Background: an optimization exercise with open tools, aiming at small area, a short achievable clock period and few clock cycles. Do not read the settings as production practice. Function was checked by simulation only, so behaviour that the tests miss may differ from the original.

// SoftMax
module SoftMax (
	input				clk,
	input				rst_n,
	input				axisif_in_start,
	output				axisif_out_done,
	output		[3:0]	out_adrIn,
	input		[31:0]	in_dataIn,
	output		[3:0]	out_adrOut,
	output		[31:0]	out_dataOut,
	output				out_wr
);
export LEC_CHECK = 0
export CAP_MARGIN = 20
export CELL_PAD_IN_SITES_DETAIL_PLACEMENT = 1
export CORE_MARGIN = 2
export CORE_UTILIZATION = 40
export CTS_CLUSTER_DIAMETER = 150
export CTS_CLUSTER_SIZE = 25
export SLEW_MARGIN = 20
export SYNTH_HIERARCHICAL = 1
export SYNTH_MINIMUM_KEEP_SIZE = 0
create_clock -name core_clock -period 310.0 [get_ports {clk}]
standard.sh (not shown) runs the stock make flow with config.mk's settings and CLKGATE_MAP_FILE= SYNTH_SCRIPT=/design/flow/synth_recipe.tcl, a recipe that flattens the netlist after the stock synthesis.
==> flow/flow/run.sh <==
#!/bin/bash
# Layout: the standard flow (standard.sh), with one change: the port buffers that
# buffer_ports inserts are the smallest plain buffer, sky130_fd_sc_hd__buf_1, instead of its
# default clkdlybuf4s50_1, a delay cell.  Every port still gets its buffer.
set -euo pipefail
export BUFFER_PORTS_ARGS="-buffer_cell sky130_fd_sc_hd__buf_1"
bash standard.sh > standard.log 2>&1
Testbench counts at the start, summed over its fixed seeds: cycles 21,458.
Rerun with:
--- a/flow/design.v
+++ b/flow/design.v
@@ -3921,25 +3921,25 @@
 wire				inact = ~xgt & ((|diff[30:23]) | (&diff[22:21]));	 
 wire		[24:0]	D3;
 SM_TRIPLE Triple (.d(D), .s(D3));
 wire		[18:0]	l;
 wire		[20:0]	l3;
 SM_LUT Lut (.k(k), .l(l), .l3(l3));
 wire				nr2 = dv_st & (dcnt == 2'd1);
 wire				chk = dv_st & (dcnt == 2'd2);
 wire				ceilm = ~k[0] & (rd_st | sc_st);
 wire		[28:0]	Q;
 wire		[26:0]	Pm;
 SM_M1 M1 (.x(D), .x3(D3), .yv(P), .rnd(ceilm | chk), .y(Q));
-SM_M2 M2 (.x(dv_st ? D[22:4] : l), .x3(dv_st ? D3[24:4] : l3),
+SM_M2 M2 (.x(l | ({19{dv_st}} & D[22:4])), .x3(l3 | ({21{dv_st}} & D3[24:4])),
 		  .yv(dv_st ? {6'd0, ~Q[22:0]} : Q), .rnd(ceilm | nr2), .y(Pm));
 wire				k1 = (k == 5'd1);
 wire		[26:0]	Pn = k1 ? Q[27:1] : Pm;				 
 wire		[20:0]	s_base = kfirst ? 21'h100000 : s;
 wire		[20:0]	s_new;
 SM_SADD SAdd (.a(s_base), .b(P[20:0] ^ {21{k[0]}}), .ci(k[0]), .s(s_new));
 wire				k17 = (k == 5'd17);
 wire				last = k17 | (Pn == 27'd0);
 wire		[20:0]	e_fin;
 SM_EADD EAdd (.a(s_new), .b(Pn[14:0] & {15{k17}}), .s(e_fin));	 
 wire				act = rd_st | (sc_st & sb_ok);
 wire				newmax = rd_st & ((sidx == 4'd0) | xgt);	 
@@ -4091,25 +4091,28 @@
 		f_ok <= nx_ok;
 	end
 	if (busy) begin
 		k <= k + 5'd1;
 		kfirst <= 1'b0;
 		if (last) wbi <= cur;
 	end
 	if (do_load | old_act) begin
 		k <= 5'd1;
 		kfirst <= 1'b1;
 		cur <= old_act ? imax : sidx;
 	end
-	if (scan_done) dcnt <= 2'd0;
+	if (scan_done) begin
+		dcnt <= 2'd0;
+		k <= 5'd0;							 
+	end
 	if (dv_st) dcnt <= dcnt + 2'd1;
 	if (fast) ef <= 1'b0;					 
 	if ((dv_st & div_fin) | ou_st) begin
 		eidx <= nx_adr;
 		ef <= nx_ok;
 	end
 end
 always @(posedge clk) begin
 	if (~sc_st | shift) xr <= in_dataIn[30:0];			 
 	if (newmax) m <= xr;
 	if (wen) E[widx] <= wdata;
 	S <= (st == S_IDLE) ? 24'd0 : newmax ? 24'h100000 : S_sum;
=>
- utilization is lower by 0.20 points
- final cell count fell by 1.2%
- die area goes down by 0.70%
- routed wire length went down by about 0.7%
- synthesized area decreases by 0.71%
- setup slack gains 0.058 ns
- sequential share of layout area increases by 0.17 points
- hold slack barely changes
- critical path depth is unchanged
- clock skew drops by 0.0097 ns
Testbench counts after the change, summed over its fixed seeds: cycles 21,458.

---

job 101:
Starting RTL as in the previous note.
==> flow/config.mk <==
export PLATFORM = sky130hd
export DESIGN_NAME = SoftMax
export DESIGN_NICKNAME = SoftMax
export VERILOG_FILES = /design/flow/design.v
export SDC_FILE = /design/flow/constraint.sdc
export NUM_CORES = 8
export LEC_CHECK = 0
export CAP_MARGIN = 20
export CELL_PAD_IN_SITES_DETAIL_PLACEMENT = 1
export CORE_MARGIN = 2
export CORE_UTILIZATION = 40
export CTS_CLUSTER_DIAMETER = 150
export CTS_CLUSTER_SIZE = 25
export SLEW_MARGIN = 20
export SYNTH_HIERARCHICAL = 1
export SYNTH_MINIMUM_KEEP_SIZE = 0
==> flow/constraint.sdc <==
create_clock -name core_clock -period 310.0 [get_ports {clk}]
set_input_delay 62.0000 -clock core_clock [delete_from_list [all_inputs] [get_ports {clk}]]
set_output_delay 62.0000 -clock core_clock [all_outputs]
set_load 0.01 [all_outputs]
==> flow/flow/run.sh <==
#!/bin/bash
# Layout: the standard flow (standard.sh) with two changes:
#  - the port buffers that buffer_ports inserts are the smallest plain buffer,
#    sky130_fd_sc_hd__buf_1, instead of its default clkdlybuf4s50_1 (a delay cell);
#    every port still gets its buffer;
#  - clock tree synthesis without dummy loads (the clock tree is built with the same
#    clustering settings as in config.mk, CTS_CLUSTER_SIZE / CTS_CLUSTER_DIAMETER).
set -euo pipefail
export BUFFER_PORTS_ARGS="-buffer_cell sky130_fd_sc_hd__buf_1"
export CTS_ARGS="-sink_clustering_enable -repair_clock_nets -sink_clustering_size 25 -sink_clustering_max_diameter 150 -dont_use_dummy_load"
bash standard.sh > standard.log 2>&1
Testbench counts of job 101, summed over its fixed seeds: cycles 21,458.
diff inputs: job 101 => job 102
--- a/flow/design.v
+++ b/flow/design.v
@@ -3926,15 +3926,15 @@
 SM_LUT Lut (.k(k), .l(l), .l3(l3));
 wire				nr2 = dv_st & (dcnt == 2'd1);
 wire				chk = dv_st & (dcnt == 2'd2);
 wire				ceilm = ~k[0] & (rd_st | sc_st);
 wire		[28:0]	Q;
 wire		[26:0]	Pm;
 SM_M1 M1 (.x(D), .x3(D3), .yv(P), .rnd(ceilm | chk), .y(Q));
-SM_M2 M2 (.x(dv_st ? D[22:4] : l), .x3(dv_st ? D3[24:4] : l3),
+SM_M2 M2 (.x(l | ({19{dv_st}} & D[22:4])), .x3(l3 | ({21{dv_st}} & D3[24:4])),
 		  .yv(dv_st ? {6'd0, ~Q[22:0]} : Q), .rnd(ceilm | nr2), .y(Pm));
 wire				k1 = (k == 5'd1);
 wire		[26:0]	Pn = k1 ? Q[27:1] : Pm;				 
 wire		[20:0]	s_base = kfirst ? 21'h100000 : s;
 wire		[20:0]	s_new;
 SM_SADD SAdd (.a(s_base), .b(P[20:0] ^ {21{k[0]}}), .ci(k[0]), .s(s_new));
 wire				k17 = (k == 5'd17);
@@ -4096,15 +4096,18 @@
 		if (last) wbi <= cur;
 	end
 	if (do_load | old_act) begin
 		k <= 5'd1;
 		kfirst <= 1'b1;
 		cur <= old_act ? imax : sidx;
 	end
-	if (scan_done) dcnt <= 2'd0;
+	if (scan_done) begin
+		dcnt <= 2'd0;
+		k <= 5'd0;							 
+	end
 	if (dv_st) dcnt <= dcnt + 2'd1;
 	if (fast) ef <= 1'b0;					 
 	if ((dv_st & div_fin) | ou_st) begin
 		eidx <= nx_adr;
 		ef <= nx_ok;
 	end
 end
Findings:
Every run in the comparison, job 102 and job 101, completed the flow with a clean layout.
Job 102 vs job 101, area of the multi-input gates went down by 1.1%.
In terms of clock edge transition at the registers on the reported setup and hold paths, job 102 and job 101 differ only marginally.
Job 101 -> job 102: final critical-path share of the clock period flat
Number of non-clock buffers in the layout for job 102 is higher than for job 101.
Looking at mean cell area of the mapped netlist across job 102 and job 101, the one that comes out lower is job 101.
Row cell area: job 102 lower / job 101 higher
Delta(non-filler instance count after layout, job 102 - job 101) < 0
Number of placement rows: job 102 vs job 101 identical
Setup slack of the critical path after layout on job 102 is up relative to job 101.
Job 102 vs job 101 — post-place instance area dropped 0.61%.
Route | job 102 vs job 101 | wire shorter in job 102
The post-detailed-route wirelength per cell reported for job 102 is greater than that of job 101 by about 0.55%.
Testbench counts of job 102, summed over its fixed seeds: cycles 21,458.

port drivers added, routing unchanged:
How much do the figures lean on ideal ports? The routed layouts below were timed once more, with nothing changed but the port constraints. Step 1, drivers: a clkbuf_16 drives clk and a buf_2 each remaining input, both assumed. Step 2 adds t to the input delays and takes it off the output delays; t is the mean of the earliest and latest rising clock arrival at the registers after step 1. Input paths then give back, and output paths get back, about the clock's delay inside the block. Three values: no drivers, after step 1, after step 2; two values: the first two.
| run | t (ns) | setup WS [ns] | latest minus earliest clock arrival (ns) | slew at the worst register clock pin (ns) |
|---|---|---|---|---|
| the first run of note 1 | 0.703 | 246.622 / 246.558 / 246.565 | 0.051 / 0.052 | 0.11 / 0.11 |
| the second run of note 1 | 0.655 | 246.680 / 246.616 / 246.886 | 0.041 / 0.042 | 0.12 / 0.12 |
| job 101 | 0.670 | 246.630 / 246.563 / 246.557 | 0.065 / 0.065 | 0.11 / 0.11 |
| job 102 | 0.621 | 246.691 / 246.625 / 246.877 | 0.108 / 0.107 | 0.11 / 0.11 |
After both steps every run listed still meets setup and hold. For job 101, which loses most, drivers alone change the setup slack by -0.067 ns; drivers and shift together by -0.073 ns.
